What follows belongs to an exercise in optimizing a design on an open flow for small area and a short achievable clock period; a production flow would make more cautious choices. Only the layout flow was run in this run; the RTL was not checked for function there. Power is estimated from default activity; no workload was simulated.

## flow/run.sh

```bash
#!/bin/bash
# synth_recipe.tcl (not shown) runs the flow's synth.tcl, then flattens the netlist and writes it again
# the make line also repeats each setting of config.mk as NAME=value (left out here)
make -C /OpenROAD-flow-scripts/flow DESIGN_CONFIG=/design/flow/config.mk WORK_HOME=/design/flow/orfs CLKGATE_MAP_FILE= SYNTH_SCRIPT=/design/flow/synth_recipe.tcl finish
```

## flow/config.mk

```make
export PLATFORM = sky130hd
export DESIGN_NAME = QE_M
export DESIGN_NICKNAME = QE_M
export VERILOG_FILES = /design/flow/design.v
export SDC_FILE = /design/flow/constraint.sdc
export NUM_CORES = 4
export LEC_CHECK = 0
export CAP_MARGIN = 20
export CORE_MARGIN = 2
export CORE_UTILIZATION = 40
export SLEW_MARGIN = 20
export SYNTH_HIERARCHICAL = 1
```

## flow/constraint.sdc

```tcl
create_clock -name core_clock -period 6.5 [get_ports {clk}]
set_input_delay 1.3000 -clock core_clock [delete_from_list [all_inputs] [get_ports {clk}]]
set_output_delay 1.3000 -clock core_clock [all_outputs]
set_load 0.01 [all_outputs]
```

## flow/design.v

```verilog
module QE_M (clk, reset, in_a, in_b, in_c, in_x, mode, valid_in, last_input, valid_out, result);
input wire clk, reset, mode;
input wire [7:0] in_a;
input wire [7:0] in_b;
input wire [7:0] in_c;
input wire [7:0] in_x;
input wire valid_in, last_input;
output reg valid_out;
output wire [15:0] result;
reg [7:0]  A0, B0, C0, X0;
reg        m0, f0;
reg S1a14, S1b14, S1a13, S1b13, S1a12, S1b12, S1a11, S1b11, S1a10, S1b10, S1a9, S1b9, S1a8, S1b8, S1a7, S1b7, S1a6, S1b6, S1a5, S1b5, S1a4, S1b4, S1a3, S1b3, S1a2, S1b2, S1a1, S1b1, S1a0, S1b0;
reg [7:0]  X1, C1;
reg        keep1;
reg [15:0] R;
reg [7:0]  X2, C2;
reg        keep2;
reg S3a15, S3b15, S3a14, S3b14, S3a13, S3b13, S3a12, S3b12, S3a11, S3b11, S3a10, S3b10, S3a9, S3b9, S3a8, S3b8, S3a7, S3b7, S3a6, S3b6, S3a5, S3b5, S3a4, S3b4, S3a3, S3b3, S3a2, S3b2, S3a1, S3b1, S3a0, S3b0;
reg        keep3;
reg [15:0] Y;
reg        q0, q1, q2, q3;   
reg        lastd;            
wire pa_0_0, pa_0_1, pa_0_2, pa_0_3, pa_0_4, pa_0_5, pa_0_6, pa_0_7;
wire pa_1_0, pa_1_1, pa_1_2, pa_1_3, pa_1_4, pa_1_5, pa_1_6, pa_1_7;
wire pa_2_0, pa_2_1, pa_2_2, pa_2_3, pa_2_4, pa_2_5, pa_2_6, pa_2_7;
wire pa_3_0, pa_3_1, pa_3_2, pa_3_3, pa_3_4, pa_3_5, pa_3_6, pa_3_7;
wire pa_4_0, pa_4_1, pa_4_2, pa_4_3, pa_4_4, pa_4_5, pa_4_6, pa_4_7;
wire pa_5_0, pa_5_1, pa_5_2, pa_5_3, pa_5_4, pa_5_5, pa_5_6, pa_5_7;
wire pa_6_0, pa_6_1, pa_6_2, pa_6_3, pa_6_4, pa_6_5, pa_6_6, pa_6_7;
wire pa_7_0, pa_7_1, pa_7_2, pa_7_3, pa_7_4, pa_7_5, pa_7_6, pa_7_7;
wire pc_0_0, pc_1_0, pc_2_0, pc_3_0, pc_4_0, pc_5_0, pc_6_0, pc_7_0;
wire pc_8_0, pc_9_0, pc_10_0, pc_11_0, pc_12_0, pc_13_0, pc_14_0, pc_15_0;
wire pc_0_1, pc_1_1, pc_2_1, pc_3_1, pc_4_1, pc_5_1, pc_6_1, pc_7_1;
wire pc_8_1, pc_9_1, pc_10_1, pc_11_1, pc_12_1, pc_13_1, pc_14_1, pc_0_2;
wire pc_1_2, pc_2_2, pc_3_2, pc_4_2, pc_5_2, pc_6_2, pc_7_2, pc_8_2;
wire pc_9_2, pc_10_2, pc_11_2, pc_12_2, pc_13_2, pc_0_3, pc_1_3, pc_2_3;
wire pc_3_3, pc_4_3, pc_5_3, pc_6_3, pc_7_3, pc_8_3, pc_9_3, pc_10_3;
wire pc_11_3, pc_12_3, pc_0_4, pc_1_4, pc_2_4, pc_3_4, pc_4_4, pc_5_4;
wire pc_6_4, pc_7_4, pc_8_4, pc_9_4, pc_10_4, pc_11_4, pc_0_5, pc_1_5;
wire pc_2_5, pc_3_5, pc_4_5, pc_5_5, pc_6_5, pc_7_5, pc_8_5, pc_9_5;
wire pc_10_5, pc_0_6, pc_1_6, pc_2_6, pc_3_6, pc_4_6, pc_5_6, pc_6_6;
wire pc_7_6, pc_8_6, pc_9_6, pc_0_7, pc_1_7, pc_2_7, pc_3_7, pc_4_7;
wire pc_5_7, pc_6_7, pc_7_7, pc_8_7;
assign pa_0_0 = A0[0] & X0[0];
assign pa_0_1 = A0[0] & X0[1];
assign pa_0_2 = A0[0] & X0[2];
assign pa_0_3 = A0[0] & X0[3];
assign pa_0_4 = A0[0] & X0[4];
assign pa_0_5 = A0[0] & X0[5];
assign pa_0_6 = A0[0] & X0[6];
assign pa_0_7 = A0[0] & X0[7];
assign pa_1_0 = A0[1] & X0[0];
assign pa_1_1 = A0[1] & X0[1];
assign pa_1_2 = A0[1] & X0[2];
assign pa_1_3 = A0[1] & X0[3];
assign pa_1_4 = A0[1] & X0[4];
assign pa_1_5 = A0[1] & X0[5];
assign pa_1_6 = A0[1] & X0[6];
assign pa_1_7 = A0[1] & X0[7];
assign pa_2_0 = A0[2] & X0[0];
assign pa_2_1 = A0[2] & X0[1];
assign pa_2_2 = A0[2] & X0[2];
assign pa_2_3 = A0[2] & X0[3];
assign pa_2_4 = A0[2] & X0[4];
assign pa_2_5 = A0[2] & X0[5];
assign pa_2_6 = A0[2] & X0[6];
assign pa_2_7 = A0[2] & X0[7];
assign pa_3_0 = A0[3] & X0[0];
assign pa_3_1 = A0[3] & X0[1];
assign pa_3_2 = A0[3] & X0[2];
assign pa_3_3 = A0[3] & X0[3];
assign pa_3_4 = A0[3] & X0[4];
assign pa_3_5 = A0[3] & X0[5];
assign pa_3_6 = A0[3] & X0[6];
assign pa_3_7 = A0[3] & X0[7];
assign pa_4_0 = A0[4] & X0[0];
assign pa_4_1 = A0[4] & X0[1];
assign pa_4_2 = A0[4] & X0[2];
assign pa_4_3 = A0[4] & X0[3];
assign pa_4_4 = A0[4] & X0[4];
assign pa_4_5 = A0[4] & X0[5];
assign pa_4_6 = A0[4] & X0[6];
assign pa_4_7 = A0[4] & X0[7];
assign pa_5_0 = A0[5] & X0[0];
assign pa_5_1 = A0[5] & X0[1];
assign pa_5_2 = A0[5] & X0[2];
assign pa_5_3 = A0[5] & X0[3];
assign pa_5_4 = A0[5] & X0[4];
assign pa_5_5 = A0[5] & X0[5];
assign pa_5_6 = A0[5] & X0[6];
assign pa_5_7 = A0[5] & X0[7];
assign pa_6_0 = A0[6] & X0[0];
assign pa_6_1 = A0[6] & X0[1];
assign pa_6_2 = A0[6] & X0[2];
assign pa_6_3 = A0[6] & X0[3];
assign pa_6_4 = A0[6] & X0[4];
assign pa_6_5 = A0[6] & X0[5];
assign pa_6_6 = A0[6] & X0[6];
assign pa_6_7 = A0[6] & X0[7];
assign pa_7_0 = A0[7] & X0[0];
assign pa_7_1 = A0[7] & X0[1];
assign pa_7_2 = A0[7] & X0[2];
assign pa_7_3 = A0[7] & X0[3];
assign pa_7_4 = A0[7] & X0[4];
assign pa_7_5 = A0[7] & X0[5];
assign pa_7_6 = A0[7] & X0[6];
assign pa_7_7 = A0[7] & X0[7];
wire ta_1, ta_2, ta_3, ta_4, ta_5, ta_6, ta_7, ta_8;
wire ta_9, ta_10, ta_11, ta_12, ta_13, ta_14, ta_15, ta_16;
wire ta_17, ta_18, ta_19, ta_20, ta_21, ta_22, ta_23, ta_24;
wire ta_25, ta_26, ta_27, ta_28, ta_29, ta_30, ta_31, ta_32;
wire ta_33, ta_34, ta_35, ta_36, ta_37, ta_38, ta_39, ta_40;
wire ta_41, ta_42, ta_43, ta_44, ta_45, ta_46, ta_47, ta_48;
wire ta_49, ta_50, ta_51, ta_52, ta_53, ta_54, ta_55, ta_56;
wire ta_57, ta_58, ta_59, ta_60, ta_61, ta_62, ta_63, ta_64;
wire ta_65, ta_66, ta_67, ta_68, ta_69, ta_70, ta_71, ta_72;
wire ta_73, ta_74, ta_75, ta_76, ta_77, ta_78, ta_79, ta_80;
wire ta_81, ta_82, ta_83, ta_84, ta_85, ta_86, ta_87, ta_88;
wire ta_89, ta_90, ta_91, ta_92, ta_93, ta_94, ta_95, ta_96;
wire ta_97, ta_98;
qe_ha ta_ha0 (.a(B0[1]), .b(pa_0_1), .s(ta_1), .co(ta_2));
qe_fa ta_fa0 (.a(B0[2]), .b(pa_0_2), .c(pa_1_1), .s(ta_3), .co(ta_4));
qe_ha ta_ha1 (.a(pa_2_0), .b(ta_2), .s(ta_5), .co(ta_6));
qe_fa ta_fa1 (.a(B0[3]), .b(pa_0_3), .c(pa_1_2), .s(ta_7), .co(ta_8));
qe_fa ta_fa2 (.a(pa_2_1), .b(pa_3_0), .c(ta_4), .s(ta_9), .co(ta_10));
qe_ha ta_ha2 (.a(ta_6), .b(ta_7), .s(ta_11), .co(ta_12));
qe_fa ta_fa3 (.a(B0[4]), .b(pa_0_4), .c(pa_1_3), .s(ta_13), .co(ta_14));
qe_fa ta_fa4 (.a(pa_2_2), .b(pa_3_1), .c(pa_4_0), .s(ta_15), .co(ta_16));
qe_fa ta_fa5 (.a(ta_8), .b(ta_13), .c(ta_15), .s(ta_17), .co(ta_18));
qe_ha ta_ha3 (.a(ta_12), .b(ta_10), .s(ta_19), .co(ta_20));
qe_fa ta_fa6 (.a(B0[5]), .b(pa_0_5), .c(pa_1_4), .s(ta_21), .co(ta_22));
qe_fa ta_fa7 (.a(pa_2_3), .b(pa_3_2), .c(pa_4_1), .s(ta_23), .co(ta_24));
qe_fa ta_fa8 (.a(pa_5_0), .b(ta_14), .c(ta_16), .s(ta_25), .co(ta_26));
qe_fa ta_fa9 (.a(ta_21), .b(ta_23), .c(ta_18), .s(ta_27), .co(ta_28));
qe_ha ta_ha4 (.a(ta_25), .b(ta_20), .s(ta_29), .co(ta_30));
qe_fa ta_fa10 (.a(B0[6]), .b(pa_0_6), .c(pa_1_5), .s(ta_31), .co(ta_32));
qe_fa ta_fa11 (.a(pa_2_4), .b(pa_3_3), .c(pa_4_2), .s(ta_33), .co(ta_34));
qe_fa ta_fa12 (.a(pa_5_1), .b(pa_6_0), .c(ta_22), .s(ta_35), .co(ta_36));
qe_fa ta_fa13 (.a(ta_24), .b(ta_31), .c(ta_33), .s(ta_37), .co(ta_38));
qe_fa ta_fa14 (.a(ta_26), .b(ta_35), .c(ta_37), .s(ta_39), .co(ta_40));
qe_ha ta_ha5 (.a(ta_28), .b(ta_30), .s(ta_41), .co(ta_42));
qe_fa ta_fa15 (.a(B0[7]), .b(pa_0_7), .c(pa_1_6), .s(ta_43), .co(ta_44));
qe_fa ta_fa16 (.a(pa_2_5), .b(pa_3_4), .c(pa_4_3), .s(ta_45), .co(ta_46));
qe_fa ta_fa17 (.a(pa_5_2), .b(pa_6_1), .c(pa_7_0), .s(ta_47), .co(ta_48));
qe_fa ta_fa18 (.a(ta_32), .b(ta_34), .c(ta_43), .s(ta_49), .co(ta_50));
qe_fa ta_fa19 (.a(ta_45), .b(ta_47), .c(ta_36), .s(ta_51), .co(ta_52));
qe_fa ta_fa20 (.a(ta_38), .b(ta_49), .c(ta_51), .s(ta_53), .co(ta_54));
qe_ha ta_ha6 (.a(ta_40), .b(ta_42), .s(ta_55), .co(ta_56));
qe_fa ta_fa21 (.a(pa_1_7), .b(pa_2_6), .c(pa_3_5), .s(ta_57), .co(ta_58));
qe_fa ta_fa22 (.a(pa_4_4), .b(pa_5_3), .c(pa_6_2), .s(ta_59), .co(ta_60));
qe_fa ta_fa23 (.a(pa_7_1), .b(ta_44), .c(ta_46), .s(ta_61), .co(ta_62));
qe_fa ta_fa24 (.a(ta_48), .b(ta_57), .c(ta_59), .s(ta_63), .co(ta_64));
qe_fa ta_fa25 (.a(ta_50), .b(ta_61), .c(ta_63), .s(ta_65), .co(ta_66));
qe_fa ta_fa26 (.a(ta_52), .b(ta_65), .c(ta_54), .s(ta_67), .co(ta_68));
qe_fa ta_fa27 (.a(pa_2_7), .b(pa_3_6), .c(pa_4_5), .s(ta_69), .co(ta_70));
qe_fa ta_fa28 (.a(pa_5_4), .b(pa_6_3), .c(pa_7_2), .s(ta_71), .co(ta_72));
qe_fa ta_fa29 (.a(ta_58), .b(ta_60), .c(ta_69), .s(ta_73), .co(ta_74));
qe_fa ta_fa30 (.a(ta_71), .b(ta_62), .c(ta_64), .s(ta_75), .co(ta_76));
qe_fa ta_fa31 (.a(ta_73), .b(ta_66), .c(ta_75), .s(ta_77), .co(ta_78));
qe_fa ta_fa32 (.a(pa_3_7), .b(pa_4_6), .c(pa_5_5), .s(ta_79), .co(ta_80));
qe_fa ta_fa33 (.a(pa_6_4), .b(pa_7_3), .c(ta_70), .s(ta_81), .co(ta_82));
qe_fa ta_fa34 (.a(ta_72), .b(ta_79), .c(ta_74), .s(ta_83), .co(ta_84));
qe_fa ta_fa35 (.a(ta_81), .b(ta_76), .c(ta_83), .s(ta_85), .co(ta_86));
qe_fa ta_fa36 (.a(pa_4_7), .b(pa_5_6), .c(pa_6_5), .s(ta_87), .co(ta_88));
qe_fa ta_fa37 (.a(pa_7_4), .b(ta_80), .c(ta_87), .s(ta_89), .co(ta_90));
qe_fa ta_fa38 (.a(ta_82), .b(ta_89), .c(ta_84), .s(ta_91), .co(ta_92));
qe_fa ta_fa39 (.a(pa_5_7), .b(pa_6_6), .c(pa_7_5), .s(ta_93), .co(ta_94));
qe_fa ta_fa40 (.a(ta_88), .b(ta_93), .c(ta_90), .s(ta_95), .co(ta_96));
qe_fa ta_fa41 (.a(pa_6_7), .b(pa_7_6), .c(ta_94), .s(ta_97), .co(ta_98));
wire [15:0] S1a = {1'b0, S1a14, S1a13, S1a12, S1a11, S1a10, S1a9, S1a8, S1a7, S1a6, S1a5, S1a4, S1a3, S1a2, S1a1, S1a0};
wire [15:0] S1b = {1'b0, S1b14, S1b13, S1b12, S1b11, S1b10, S1b9, S1b8, S1b7, S1b6, S1b5, S1b4, S1b3, S1b2, S1b1, S1b0};
assign pc_0_0 = R[0] & X2[0];
assign pc_1_0 = R[1] & X2[0];
assign pc_2_0 = R[2] & X2[0];
assign pc_3_0 = R[3] & X2[0];
assign pc_4_0 = R[4] & X2[0];
assign pc_5_0 = R[5] & X2[0];
assign pc_6_0 = R[6] & X2[0];
assign pc_7_0 = R[7] & X2[0];
assign pc_8_0 = R[8] & X2[0];
assign pc_9_0 = R[9] & X2[0];
assign pc_10_0 = R[10] & X2[0];
assign pc_11_0 = R[11] & X2[0];
assign pc_12_0 = R[12] & X2[0];
assign pc_13_0 = R[13] & X2[0];
assign pc_14_0 = R[14] & X2[0];
assign pc_15_0 = R[15] & X2[0];
assign pc_0_1 = R[0] & X2[1];
assign pc_1_1 = R[1] & X2[1];
assign pc_2_1 = R[2] & X2[1];
assign pc_3_1 = R[3] & X2[1];
assign pc_4_1 = R[4] & X2[1];
assign pc_5_1 = R[5] & X2[1];
assign pc_6_1 = R[6] & X2[1];
assign pc_7_1 = R[7] & X2[1];
assign pc_8_1 = R[8] & X2[1];
assign pc_9_1 = R[9] & X2[1];
assign pc_10_1 = R[10] & X2[1];
assign pc_11_1 = R[11] & X2[1];
assign pc_12_1 = R[12] & X2[1];
assign pc_13_1 = R[13] & X2[1];
assign pc_14_1 = R[14] & X2[1];
assign pc_0_2 = R[0] & X2[2];
assign pc_1_2 = R[1] & X2[2];
assign pc_2_2 = R[2] & X2[2];
assign pc_3_2 = R[3] & X2[2];
assign pc_4_2 = R[4] & X2[2];
assign pc_5_2 = R[5] & X2[2];
assign pc_6_2 = R[6] & X2[2];
assign pc_7_2 = R[7] & X2[2];
assign pc_8_2 = R[8] & X2[2];
assign pc_9_2 = R[9] & X2[2];
assign pc_10_2 = R[10] & X2[2];
assign pc_11_2 = R[11] & X2[2];
assign pc_12_2 = R[12] & X2[2];
assign pc_13_2 = R[13] & X2[2];
assign pc_0_3 = R[0] & X2[3];
assign pc_1_3 = R[1] & X2[3];
assign pc_2_3 = R[2] & X2[3];
assign pc_3_3 = R[3] & X2[3];
assign pc_4_3 = R[4] & X2[3];
assign pc_5_3 = R[5] & X2[3];
assign pc_6_3 = R[6] & X2[3];
assign pc_7_3 = R[7] & X2[3];
assign pc_8_3 = R[8] & X2[3];
assign pc_9_3 = R[9] & X2[3];
assign pc_10_3 = R[10] & X2[3];
assign pc_11_3 = R[11] & X2[3];
assign pc_12_3 = R[12] & X2[3];
assign pc_0_4 = R[0] & X2[4];
assign pc_1_4 = R[1] & X2[4];
assign pc_2_4 = R[2] & X2[4];
assign pc_3_4 = R[3] & X2[4];
assign pc_4_4 = R[4] & X2[4];
assign pc_5_4 = R[5] & X2[4];
assign pc_6_4 = R[6] & X2[4];
assign pc_7_4 = R[7] & X2[4];
assign pc_8_4 = R[8] & X2[4];
assign pc_9_4 = R[9] & X2[4];
assign pc_10_4 = R[10] & X2[4];
assign pc_11_4 = R[11] & X2[4];
assign pc_0_5 = R[0] & X2[5];
assign pc_1_5 = R[1] & X2[5];
assign pc_2_5 = R[2] & X2[5];
assign pc_3_5 = R[3] & X2[5];
assign pc_4_5 = R[4] & X2[5];
assign pc_5_5 = R[5] & X2[5];
assign pc_6_5 = R[6] & X2[5];
assign pc_7_5 = R[7] & X2[5];
assign pc_8_5 = R[8] & X2[5];
assign pc_9_5 = R[9] & X2[5];
assign pc_10_5 = R[10] & X2[5];
assign pc_0_6 = R[0] & X2[6];
assign pc_1_6 = R[1] & X2[6];
assign pc_2_6 = R[2] & X2[6];
assign pc_3_6 = R[3] & X2[6];
assign pc_4_6 = R[4] & X2[6];
assign pc_5_6 = R[5] & X2[6];
assign pc_6_6 = R[6] & X2[6];
assign pc_7_6 = R[7] & X2[6];
assign pc_8_6 = R[8] & X2[6];
assign pc_9_6 = R[9] & X2[6];
assign pc_0_7 = R[0] & X2[7];
assign pc_1_7 = R[1] & X2[7];
assign pc_2_7 = R[2] & X2[7];
assign pc_3_7 = R[3] & X2[7];
assign pc_4_7 = R[4] & X2[7];
assign pc_5_7 = R[5] & X2[7];
assign pc_6_7 = R[6] & X2[7];
assign pc_7_7 = R[7] & X2[7];
assign pc_8_7 = R[8] & X2[7];
wire tc_1, tc_2, tc_3, tc_4, tc_5, tc_6, tc_7, tc_8;
wire tc_9, tc_10, tc_11, tc_12, tc_13, tc_14, tc_15, tc_16;
wire tc_17, tc_18, tc_19, tc_20, tc_21, tc_22, tc_23, tc_24;
wire tc_25, tc_26, tc_27, tc_28, tc_29, tc_30, tc_31, tc_32;
wire tc_33, tc_34, tc_35, tc_36, tc_37, tc_38, tc_39, tc_40;
wire tc_41, tc_42, tc_43, tc_44, tc_45, tc_46, tc_47, tc_48;
wire tc_49, tc_50, tc_51, tc_52, tc_53, tc_54, tc_55, tc_56;
wire tc_57, tc_58, tc_59, tc_60, tc_61, tc_62, tc_63, tc_64;
wire tc_65, tc_66, tc_67, tc_68, tc_69, tc_70, tc_71, tc_72;
wire tc_73, tc_74, tc_75, tc_76, tc_77, tc_78, tc_79, tc_80;
wire tc_81, tc_82, tc_83, tc_84, tc_85, tc_86, tc_87, tc_88;
wire tc_89, tc_90, tc_91, tc_92, tc_93, tc_94, tc_95, tc_96;
wire tc_97, tc_98, tc_99, tc_100, tc_101, tc_102, tc_103, tc_104;
wire tc_105, tc_106, tc_107, tc_108, tc_109, tc_110, tc_111, tc_112;
wire tc_113, tc_114, tc_115, tc_116, tc_117, tc_118, tc_119, tc_120;
wire tc_121, tc_122, tc_123, tc_124, tc_125, tc_126, tc_127, tc_128;
wire tc_129, tc_130, tc_131, tc_132, tc_133, tc_134, tc_135, tc_136;
wire tc_137, tc_138, tc_139, tc_140, tc_141, tc_142, tc_143, tc_144;
wire tc_145, tc_146, tc_147, tc_148, tc_149, tc_150, tc_151, tc_152;
wire tc_153, tc_154, tc_155, tc_156, tc_157, tc_158, tc_159, tc_160;
wire tc_161, tc_162, tc_163, tc_164, tc_165, tc_166, tc_167, tc_168;
qe_ha tc_ha0 (.a(C2[1]), .b(pc_1_0), .s(tc_1), .co(tc_2));
qe_fa tc_fa0 (.a(C2[2]), .b(pc_2_0), .c(pc_1_1), .s(tc_3), .co(tc_4));
qe_ha tc_ha1 (.a(pc_0_2), .b(tc_2), .s(tc_5), .co(tc_6));
qe_fa tc_fa1 (.a(C2[3]), .b(pc_3_0), .c(pc_2_1), .s(tc_7), .co(tc_8));
qe_fa tc_fa2 (.a(pc_1_2), .b(pc_0_3), .c(tc_4), .s(tc_9), .co(tc_10));
qe_ha tc_ha2 (.a(tc_6), .b(tc_7), .s(tc_11), .co(tc_12));
qe_fa tc_fa3 (.a(C2[4]), .b(pc_4_0), .c(pc_3_1), .s(tc_13), .co(tc_14));
qe_fa tc_fa4 (.a(pc_2_2), .b(pc_1_3), .c(pc_0_4), .s(tc_15), .co(tc_16));
qe_fa tc_fa5 (.a(tc_8), .b(tc_13), .c(tc_15), .s(tc_17), .co(tc_18));
qe_ha tc_ha3 (.a(tc_12), .b(tc_10), .s(tc_19), .co(tc_20));
qe_fa tc_fa6 (.a(C2[5]), .b(pc_5_0), .c(pc_4_1), .s(tc_21), .co(tc_22));
qe_fa tc_fa7 (.a(pc_3_2), .b(pc_2_3), .c(pc_1_4), .s(tc_23), .co(tc_24));
qe_fa tc_fa8 (.a(pc_0_5), .b(tc_14), .c(tc_16), .s(tc_25), .co(tc_26));
qe_fa tc_fa9 (.a(tc_21), .b(tc_23), .c(tc_18), .s(tc_27), .co(tc_28));
qe_ha tc_ha4 (.a(tc_25), .b(tc_20), .s(tc_29), .co(tc_30));
qe_fa tc_fa10 (.a(C2[6]), .b(pc_6_0), .c(pc_5_1), .s(tc_31), .co(tc_32));
qe_fa tc_fa11 (.a(pc_4_2), .b(pc_3_3), .c(pc_2_4), .s(tc_33), .co(tc_34));
qe_fa tc_fa12 (.a(pc_1_5), .b(pc_0_6), .c(tc_22), .s(tc_35), .co(tc_36));
qe_fa tc_fa13 (.a(tc_24), .b(tc_31), .c(tc_33), .s(tc_37), .co(tc_38));
qe_fa tc_fa14 (.a(tc_26), .b(tc_35), .c(tc_37), .s(tc_39), .co(tc_40));
qe_ha tc_ha5 (.a(tc_28), .b(tc_30), .s(tc_41), .co(tc_42));
qe_fa tc_fa15 (.a(C2[7]), .b(pc_7_0), .c(pc_6_1), .s(tc_43), .co(tc_44));
qe_fa tc_fa16 (.a(pc_5_2), .b(pc_4_3), .c(pc_3_4), .s(tc_45), .co(tc_46));
qe_fa tc_fa17 (.a(pc_2_5), .b(pc_1_6), .c(pc_0_7), .s(tc_47), .co(tc_48));
qe_fa tc_fa18 (.a(tc_32), .b(tc_34), .c(tc_43), .s(tc_49), .co(tc_50));
qe_fa tc_fa19 (.a(tc_45), .b(tc_47), .c(tc_36), .s(tc_51), .co(tc_52));
qe_fa tc_fa20 (.a(tc_38), .b(tc_49), .c(tc_51), .s(tc_53), .co(tc_54));
qe_ha tc_ha6 (.a(tc_40), .b(tc_42), .s(tc_55), .co(tc_56));
qe_fa tc_fa21 (.a(pc_8_0), .b(pc_7_1), .c(pc_6_2), .s(tc_57), .co(tc_58));
qe_fa tc_fa22 (.a(pc_5_3), .b(pc_4_4), .c(pc_3_5), .s(tc_59), .co(tc_60));
qe_fa tc_fa23 (.a(pc_2_6), .b(pc_1_7), .c(tc_44), .s(tc_61), .co(tc_62));
qe_fa tc_fa24 (.a(tc_46), .b(tc_48), .c(tc_57), .s(tc_63), .co(tc_64));
qe_fa tc_fa25 (.a(tc_59), .b(tc_50), .c(tc_61), .s(tc_65), .co(tc_66));
qe_fa tc_fa26 (.a(tc_63), .b(tc_52), .c(tc_65), .s(tc_67), .co(tc_68));
qe_ha tc_ha7 (.a(tc_54), .b(tc_56), .s(tc_69), .co(tc_70));
qe_fa tc_fa27 (.a(pc_9_0), .b(pc_8_1), .c(pc_7_2), .s(tc_71), .co(tc_72));
qe_fa tc_fa28 (.a(pc_6_3), .b(pc_5_4), .c(pc_4_5), .s(tc_73), .co(tc_74));
qe_fa tc_fa29 (.a(pc_3_6), .b(pc_2_7), .c(tc_58), .s(tc_75), .co(tc_76));
qe_fa tc_fa30 (.a(tc_60), .b(tc_71), .c(tc_73), .s(tc_77), .co(tc_78));
qe_fa tc_fa31 (.a(tc_62), .b(tc_64), .c(tc_75), .s(tc_79), .co(tc_80));
qe_fa tc_fa32 (.a(tc_77), .b(tc_66), .c(tc_79), .s(tc_81), .co(tc_82));
qe_ha tc_ha8 (.a(tc_68), .b(tc_81), .s(tc_83), .co(tc_84));
qe_fa tc_fa33 (.a(pc_10_0), .b(pc_9_1), .c(pc_8_2), .s(tc_85), .co(tc_86));
qe_fa tc_fa34 (.a(pc_7_3), .b(pc_6_4), .c(pc_5_5), .s(tc_87), .co(tc_88));
qe_fa tc_fa35 (.a(pc_4_6), .b(pc_3_7), .c(tc_72), .s(tc_89), .co(tc_90));
qe_fa tc_fa36 (.a(tc_74), .b(tc_85), .c(tc_87), .s(tc_91), .co(tc_92));
qe_fa tc_fa37 (.a(tc_76), .b(tc_78), .c(tc_89), .s(tc_93), .co(tc_94));
qe_fa tc_fa38 (.a(tc_91), .b(tc_80), .c(tc_93), .s(tc_95), .co(tc_96));
qe_ha tc_ha9 (.a(tc_82), .b(tc_95), .s(tc_97), .co(tc_98));
qe_fa tc_fa39 (.a(pc_11_0), .b(pc_10_1), .c(pc_9_2), .s(tc_99), .co(tc_100));
qe_fa tc_fa40 (.a(pc_8_3), .b(pc_7_4), .c(pc_6_5), .s(tc_101), .co(tc_102));
qe_fa tc_fa41 (.a(pc_5_6), .b(pc_4_7), .c(tc_86), .s(tc_103), .co(tc_104));
qe_fa tc_fa42 (.a(tc_88), .b(tc_99), .c(tc_101), .s(tc_105), .co(tc_106));
qe_fa tc_fa43 (.a(tc_90), .b(tc_92), .c(tc_103), .s(tc_107), .co(tc_108));
qe_fa tc_fa44 (.a(tc_105), .b(tc_94), .c(tc_107), .s(tc_109), .co(tc_110));
qe_ha tc_ha10 (.a(tc_96), .b(tc_109), .s(tc_111), .co(tc_112));
qe_fa tc_fa45 (.a(pc_12_0), .b(pc_11_1), .c(pc_10_2), .s(tc_113), .co(tc_114));
qe_fa tc_fa46 (.a(pc_9_3), .b(pc_8_4), .c(pc_7_5), .s(tc_115), .co(tc_116));
qe_fa tc_fa47 (.a(pc_6_6), .b(pc_5_7), .c(tc_100), .s(tc_117), .co(tc_118));
qe_fa tc_fa48 (.a(tc_102), .b(tc_113), .c(tc_115), .s(tc_119), .co(tc_120));
qe_fa tc_fa49 (.a(tc_104), .b(tc_106), .c(tc_117), .s(tc_121), .co(tc_122));
qe_fa tc_fa50 (.a(tc_119), .b(tc_108), .c(tc_121), .s(tc_123), .co(tc_124));
qe_ha tc_ha11 (.a(tc_110), .b(tc_123), .s(tc_125), .co(tc_126));
qe_fa tc_fa51 (.a(pc_13_0), .b(pc_12_1), .c(pc_11_2), .s(tc_127), .co(tc_128));
qe_fa tc_fa52 (.a(pc_10_3), .b(pc_9_4), .c(pc_8_5), .s(tc_129), .co(tc_130));
qe_fa tc_fa53 (.a(pc_7_6), .b(pc_6_7), .c(tc_114), .s(tc_131), .co(tc_132));
qe_fa tc_fa54 (.a(tc_116), .b(tc_127), .c(tc_129), .s(tc_133), .co(tc_134));
qe_fa tc_fa55 (.a(tc_118), .b(tc_120), .c(tc_131), .s(tc_135), .co(tc_136));
qe_fa tc_fa56 (.a(tc_133), .b(tc_122), .c(tc_135), .s(tc_137), .co(tc_138));
qe_ha tc_ha12 (.a(tc_124), .b(tc_137), .s(tc_139), .co(tc_140));
qe_fa tc_fa57 (.a(pc_14_0), .b(pc_13_1), .c(pc_12_2), .s(tc_141), .co(tc_142));
qe_fa tc_fa58 (.a(pc_11_3), .b(pc_10_4), .c(pc_9_5), .s(tc_143), .co(tc_144));
qe_fa tc_fa59 (.a(pc_8_6), .b(pc_7_7), .c(tc_128), .s(tc_145), .co(tc_146));
qe_fa tc_fa60 (.a(tc_130), .b(tc_141), .c(tc_143), .s(tc_147), .co(tc_148));
qe_fa tc_fa61 (.a(tc_132), .b(tc_134), .c(tc_145), .s(tc_149), .co(tc_150));
qe_fa tc_fa62 (.a(tc_147), .b(tc_136), .c(tc_149), .s(tc_151), .co(tc_152));
qe_ha tc_ha13 (.a(tc_138), .b(tc_151), .s(tc_153), .co(tc_154));
qe_fa tc_fa63 (.a(pc_15_0), .b(pc_14_1), .c(pc_13_2), .s(tc_155), .co(tc_156));
qe_fa tc_fa64 (.a(pc_12_3), .b(pc_11_4), .c(pc_10_5), .s(tc_157), .co(tc_158));
qe_fa tc_fa65 (.a(pc_9_6), .b(pc_8_7), .c(tc_142), .s(tc_159), .co(tc_160));
qe_fa tc_fa66 (.a(tc_144), .b(tc_155), .c(tc_157), .s(tc_161), .co(tc_162));
qe_fa tc_fa67 (.a(tc_146), .b(tc_148), .c(tc_159), .s(tc_163), .co(tc_164));
qe_fa tc_fa68 (.a(tc_161), .b(tc_150), .c(tc_163), .s(tc_165), .co(tc_166));
qe_ha tc_ha14 (.a(tc_152), .b(tc_165), .s(tc_167), .co(tc_168));
wire [15:0] S3a = {S3a15, S3a14, S3a13, S3a12, S3a11, S3a10, S3a9, S3a8, S3a7, S3a6, S3a5, S3a4, S3a3, S3a2, S3a1, S3a0};
wire [15:0] S3b = {S3b15, S3b14, S3b13, S3b12, S3b11, S3b10, S3b9, S3b8, S3b7, S3b6, S3b5, S3b4, S3b3, S3b2, S3b1, S3b0};
wire [15:0] yk = Y & {16{keep3}};
wire td_1, td_2, td_3, td_4, td_5, td_6, td_7, td_8;
wire td_9, td_10, td_11, td_12, td_13, td_14, td_15, td_16;
wire td_17, td_18, td_19, td_20, td_21, td_22, td_23, td_24;
wire td_25, td_26, td_27, td_28, td_29, td_30, td_31, td_32;
qe_ha td_ha0 (.a(S3a[0]), .b(S3b[0]), .s(td_1), .co(td_2));
qe_fa td_fa0 (.a(S3a[1]), .b(S3b[1]), .c(yk[1]), .s(td_3), .co(td_4));
qe_fa td_fa1 (.a(S3a[2]), .b(S3b[2]), .c(yk[2]), .s(td_5), .co(td_6));
qe_fa td_fa2 (.a(S3a[3]), .b(S3b[3]), .c(yk[3]), .s(td_7), .co(td_8));
qe_fa td_fa3 (.a(S3a[4]), .b(S3b[4]), .c(yk[4]), .s(td_9), .co(td_10));
qe_fa td_fa4 (.a(S3a[5]), .b(S3b[5]), .c(yk[5]), .s(td_11), .co(td_12));
qe_fa td_fa5 (.a(S3a[6]), .b(S3b[6]), .c(yk[6]), .s(td_13), .co(td_14));
qe_fa td_fa6 (.a(S3a[7]), .b(S3b[7]), .c(yk[7]), .s(td_15), .co(td_16));
qe_fa td_fa7 (.a(S3a[8]), .b(S3b[8]), .c(yk[8]), .s(td_17), .co(td_18));
qe_fa td_fa8 (.a(S3a[9]), .b(S3b[9]), .c(yk[9]), .s(td_19), .co(td_20));
qe_fa td_fa9 (.a(S3a[10]), .b(S3b[10]), .c(yk[10]), .s(td_21), .co(td_22));
qe_fa td_fa10 (.a(S3a[11]), .b(S3b[11]), .c(yk[11]), .s(td_23), .co(td_24));
qe_fa td_fa11 (.a(S3a[12]), .b(S3b[12]), .c(yk[12]), .s(td_25), .co(td_26));
qe_fa td_fa12 (.a(S3a[13]), .b(S3b[13]), .c(yk[13]), .s(td_27), .co(td_28));
qe_fa td_fa13 (.a(S3a[14]), .b(S3b[14]), .c(yk[14]), .s(td_29), .co(td_30));
qe_fa td_fa14 (.a(S3a[15]), .b(S3b[15]), .c(yk[15]), .s(td_31), .co(td_32));
wire [15:0] SDa = {td_30, td_28, td_26, td_24, td_22, td_20, td_18, td_16, td_14, td_12, td_10, td_8, td_6, td_4, td_2, yk[0]};
wire [15:0] SDb = {td_31, td_29, td_27, td_25, td_23, td_21, td_19, td_17, td_15, td_13, td_11, td_9, td_7, td_5, td_3, td_1};
always @(posedge clk) begin
	A0 <= in_a & {8{~mode | valid_in}};
	B0 <= in_b & {8{~mode}};
	C0 <= in_c & {8{~mode}};
	X0 <= in_x;
	m0 <= mode;
	f0 <= lastd;
	S1a14 <= pa_7_7;
	S1b14 <= ta_98;
	S1a13 <= ta_97;
	S1b13 <= ta_96;
	S1a12 <= ta_95;
	S1b12 <= ta_92;
	S1a11 <= ta_86;
	S1b11 <= ta_91;
	S1a10 <= ta_78;
	S1b10 <= ta_85;
	S1a9 <= ta_77;
	S1b9 <= ta_68;
	S1a8 <= ta_56;
	S1b8 <= ta_67;
	S1a7 <= ta_53;
	S1b7 <= ta_55;
	S1a6 <= ta_39;
	S1b6 <= ta_41;
	S1a5 <= ta_27;
	S1b5 <= ta_29;
	S1a4 <= ta_17;
	S1b4 <= ta_19;
	S1a3 <= ta_11;
	S1b3 <= ta_9;
	S1a2 <= ta_3;
	S1b2 <= ta_5;
	S1a1 <= pa_1_0;
	S1b1 <= ta_1;
	S1a0 <= B0[0];
	S1b0 <= pa_0_0;
	X1 <= m0 ? 8'd1 : X0;
	C1 <= C0;
	keep1 <= m0 & ~f0;
	R  <= S1a + S1b;
	X2 <= X1;
	C2 <= C1;
	keep2 <= keep1;
	S3a15 <= tc_154;
	S3b15 <= tc_167;
	S3a14 <= tc_140;
	S3b14 <= tc_153;
	S3a13 <= tc_126;
	S3b13 <= tc_139;
	S3a12 <= tc_112;
	S3b12 <= tc_125;
	S3a11 <= tc_98;
	S3b11 <= tc_111;
	S3a10 <= tc_84;
	S3b10 <= tc_97;
	S3a9 <= tc_70;
	S3b9 <= tc_83;
	S3a8 <= tc_67;
	S3b8 <= tc_69;
	S3a7 <= tc_53;
	S3b7 <= tc_55;
	S3a6 <= tc_39;
	S3b6 <= tc_41;
	S3a5 <= tc_27;
	S3b5 <= tc_29;
	S3a4 <= tc_17;
	S3b4 <= tc_19;
	S3a3 <= tc_11;
	S3b3 <= tc_9;
	S3a2 <= tc_3;
	S3b2 <= tc_5;
	S3a1 <= pc_0_1;
	S3b1 <= tc_1;
	S3a0 <= C2[0];
	S3b0 <= pc_0_0;
	keep3 <= keep2;
	Y  <= SDa + SDb;
end
always @(posedge clk or posedge reset) begin
	if (reset) begin
		q0 <= 1'b0;
		q1 <= 1'b0;
		q2 <= 1'b0;
		q3 <= 1'b0;
		valid_out <= 1'b0;
		lastd <= 1'b1;
	end else begin
		q0 <= mode ? last_input : valid_in;
		q1 <= q0;
		q2 <= q1;
		q3 <= q2;
		valid_out <= q3;
		lastd <= last_input;
	end
end
assign result = Y;
endmodule
module qe_fa (a, b, c, s, co);
input wire a, b, c;
output wire s, co;
assign {co, s} = a + b + c;
endmodule
module qe_ha (a, b, s, co);
input wire a, b;
output wire s, co;
assign {co, s} = a + b;
endmodule
```

==> results.txt <==
[worst register-to-register path: stages, from the launching register on]
cell and delay, ns:
dfxtp_1 0.57, and2_1 0.21, fa_1 0.41, ha_1 0.38
a21oi_2 0.23, o21ai_0 0.14, nor2_1 0.25, o21ai_2 0.15
or4_1 0.51, and3_1 0.15
[per-module statistics from Yosys (local to each module, per instance)]
module / copies in the design / flops+latches / cells / cell area [µm²]
QE_M: 1 / 169 / 568 / 6120
qe_ha: 23 / 0 / 1 / 12.5
qe_fa: 126 / 0 / 1 / 20.0
[worst max path at each step]
stage	depth (start not counted)	slack, ns	endpoint
2_1_floorplan	7	3.62	S3b10$_DFF_P_
5_1_grt	9	3.11	Y[15]$_DFF_P_
6_report	9	3.41	Y[15]$_DFF_P_
3_3_place_gp	9	3.46	Y[15]$_DFF_P_
3_5_place_dp	9	3.38	Y[15]$_DFF_P_
4_1_cts	9	3.39	Y[15]$_DFF_P_
[sequential cells by signal, summed over array words and instances (netlist names), 8 cells and up]
register / flops
A0: 8
B0: 8
C0: 8
C1: 8
C2: 8
R: 16
X0: 8
X1: 8
X2: 8
Y: 16
[cells in the final DEF, fill, tap and decap left out, types with 4 or more instances in the layout]
master / netlist / routed
a21o_1: 14 / 14
a21oi_1: 16 / 16
a31oi_1: 4 / 4
and2_1: 188 / 188
and3_1: 5 / 5
clkbuf_16: 0 / 17
clkdlybuf4s50_1: 0 / 53
clkinvlp_4: 0 / 4
dfrtp_1: 5 / 5
dfxtp_1: 163 / 163
fa_1: 128 / 128
ha_1: 53 / 53
inv_1: 10 / 10
nand2_1: 9 / 9
nand4_1: 5 / 5
nor2_1: 19 / 19
nor2b_1: 25 / 25
o21a_1: 5 / 5
o21ai_0: 7 / 7
xnor2_1: 14 / 14
xor2_1: 9 / 9
[cells in the mapped netlist (2+ instances only)]
cell and count:
a21o_1 14, and2_1 188, xor2_1 9, xnor2_1 14
dfxtp_1 163, nand3_1 3, nor2b_1 25, dfrtp_1 5
a21oi_1 16, nand2_1 9, a211oi_1 3, o21ai_0 7
nand2b_1 3, fa_1 128, inv_1 10, and3_1 5
nor2_1 19, ha_1 53, a31oi_1 4, mux2_2 2
or3_1 2, nand4_1 5, clkbuf_1 8, o21a_1 5
[kinds of logic (layout without fill, tap and decap cells)]
| kind of cell | after synthesis | count (layout) |
|---|---|---|
| adders and majority gates | 181 | 181 |
| and+or+nand+nor | 263 | 263 |
| xor gates and xnor gates | 23 | 23 |
| AOI/OAI and AO/OA | 61 | 61 |
| buffers and inverters | 18 | 94 |
| DFF | 169 | 169 |
| muxes | 2 | 2 |
[power by group]
part	switching, µW	total, µW	internal (µW)
logic	892	1780	887
clock network	414	1030	618
registers	175	1480	1310
total	1480	4290	2810
[per-layer routing]
| metal | vias to the layer above | track usage [%] |
|---|---|---|
| li1 | 2438 | - |
| met1 | 2511 | 17.5 |
| met2 | 99 | 23.9 |
| met3 | 19 | 2.92 |
| met4 | 0 | 5.46 |
| met5 | - | 0 |
[final cells by class]
cell class                      count  area (µm²)
Clock buffer                       19         443
Clock inverter                     12         166
Fill cell                        1999       11500
Inverter                           10        37.5
Multi-Input combinational cell    530        5450
Sequential cell                   169        3410
Tap cell                          280         350
Timing Repair Buffer               53         531
[stage by stage]
step,std cells,setup slack [ns],area (µm²)
6_report,1073,3.41,10400
5_1_grt,1073,3.11,10400
4_1_cts,1073,3.39,10400
3_5_place_dp,1042,3.38,9780
3_3_place_gp,1042,3.46,9780
2_1_floorplan,717,3.62,8930
==> reports/qor.txt <==
GR Util All Layers - 14.0%
Via count of the routed design - 5067
Clk buf depth - 2
Hold path depth - 0
H-Tree Depth - 4
Wire length on met1 - 7.23 mm
Post-route clock period utilization - 47.6%
Initial core utilization - 40.8%
Area growth syn-to-layout - 16.3%
Clk pin slew, worst setup/hold paths - 0.07 ns
Largest cells by area after synthesis - dfxtp_1 37%, fa_1 29%, and2_1 13%, ha_1 7.4%, nor2b_1 1.8%
Global-route wire length before repair - 26.7 mm
Startpoint type of the worst setup path - register
Final WL - 15.4 mm
# setup viols final - 0
Layout cell share with drive strength beyond 1 - 5.04%
DRT antenna net count - 0
Critical Path RT - 6.82 ns
CP Max Fanout - 16
Cell taking the most area after synthesis - dfxtp_1
Main combinational cell family by area after synthesis - adder cells
Die H - 153 µm
Rel. slew slack - 54.2%
Buffers on Ports - 53
Min-delay src - X1[2]$_SDFF_PP0_
Leakage power - 0.00472 µW
Final Max Tran Viols - 0
RR Endpoint - Y[15]$_DFF_P_
Worst hold endpoint - X2[2]$_DFF_P_
Crit-path max cell delay - 0.57 ns
RSZ-0062 raised after global routing - false
Per-cell routed wire length - 14.4 µm
Placer Congestion - 0.819
Number of global-route vias before repair - 5640
# IOs - 54
Vias per Instance - 4.72
PwrDens - 413 nW/µm²
Worst R2R Path Depth - 9
Largest delay contributor family on the critical path - simple AND/OR/NAND/NOR gates
Avg Inst Size Synth - 12.5 µm²
Adder-cell share of the synthesized area - 36.1%
Area of the die - 23500 µm²
Largest net degree at the start of global routing - 20
Synth warnings - 7
Outcome - no timing/DRC/antenna violations
CP Buf/Inv Count - 0
Root Driver - clkbuf_16
Final TNS setup - 0 ns
Post-Syn Area - 8930 µm²
Ys async rst share - 3.55%
Inserted Clock Buffers - 17
Antenna violations before repair - 0
Complex-gate fraction of the synthesized area - 4.68%
Met2 WL post-DR - 7.48 mm
Crit path cell chain - and2_1 -> fa_1 -> ha_1 -> a21oi_2 -> o21ai_0 -> nor2_1 -> o21ai_2 -> or4_1 -> and3_1
Worst R2R Start - keep3$_DFF_P_
Crit path launch - keep3$_DFF_P_
Post-CTS setup buffers - 0
Proportion of synthesized area in mux cells - 0.252%
Ys flop type - dfxtp_1
Inserted Diodes - 0
Total gr overflow - 0
Sequential fraction of the synthesis area - 38.2%
FF+latch count, synth - 169
Clock skew - 0.0148 ns
Pre-antenna DRT Iters - 4
CP endpoint kind - register
Final min period - 3.09 ns
Max-Cap Viols - 0
R2R setup slack - 3.41 ns
CTS tree - yes
Distinct cells, synth - 41
HPWL after DPL - 12.1 mm
Post-synthesis xor/xnor area fraction - 2.25%
Setup Crit Path Kind - register to register
Clock latency (worst-skew pair) - 0.43 ns
Residual DRC count - 0
Initial drt markers - 233
Path category of the worst min-delay check - register to register
TritonCTS Sinks - 169
EDFF count, synth - 0
Fmax - 323 MHz
VDD IR-drop max - 0.178 mV
Hold Slack - 0.315 ns
Final Hold Viols - 0
Post-synth top area share - 36.5%
CTS Hold Buffers Added - 0
Post-CTS Resized - 0
Syn Nets - 935
Nets - 999
Top sig layer - met4
Total Power - 4290 µW
Met3 WL post-DR - 464 µm
Gate count of the mapped netlist - 717
Std cell rows - 54
Core Util, Final - 47.5%
Core area - 21900 µm²
Data arrival, critical path - 3.42 ns
Synth Area in Simple Gates - 17.7%
CP max-delay cell - dfxtp_1
Slew @ Worst Pin - 0.685 ns
Die Wd - 153 µm

-- port drivers added, routing unchanged --
Ports are ideal in the flow. The routed layout listed here was re-timed in OpenROAD.
Step 1 assumes that a clkbuf_16 drives the clock port and a buf_2 every other input.
Step 2 also shifts input and output timing later by t, the mid clock arrival at the registers, as if the neighbouring blocks saw the same clock.
Three values: ideal ports, drivers, drivers and shift; two values: the first two.
t, ns: 0.468
setup slack, ns: 3.407 / 3.407 / 3.407
worst setup path at the end: register to register
After both steps this run still meets setup and hold. For this run, drivers alone change the setup slack by 0.000 ns; drivers and shift together by 0.000 ns.
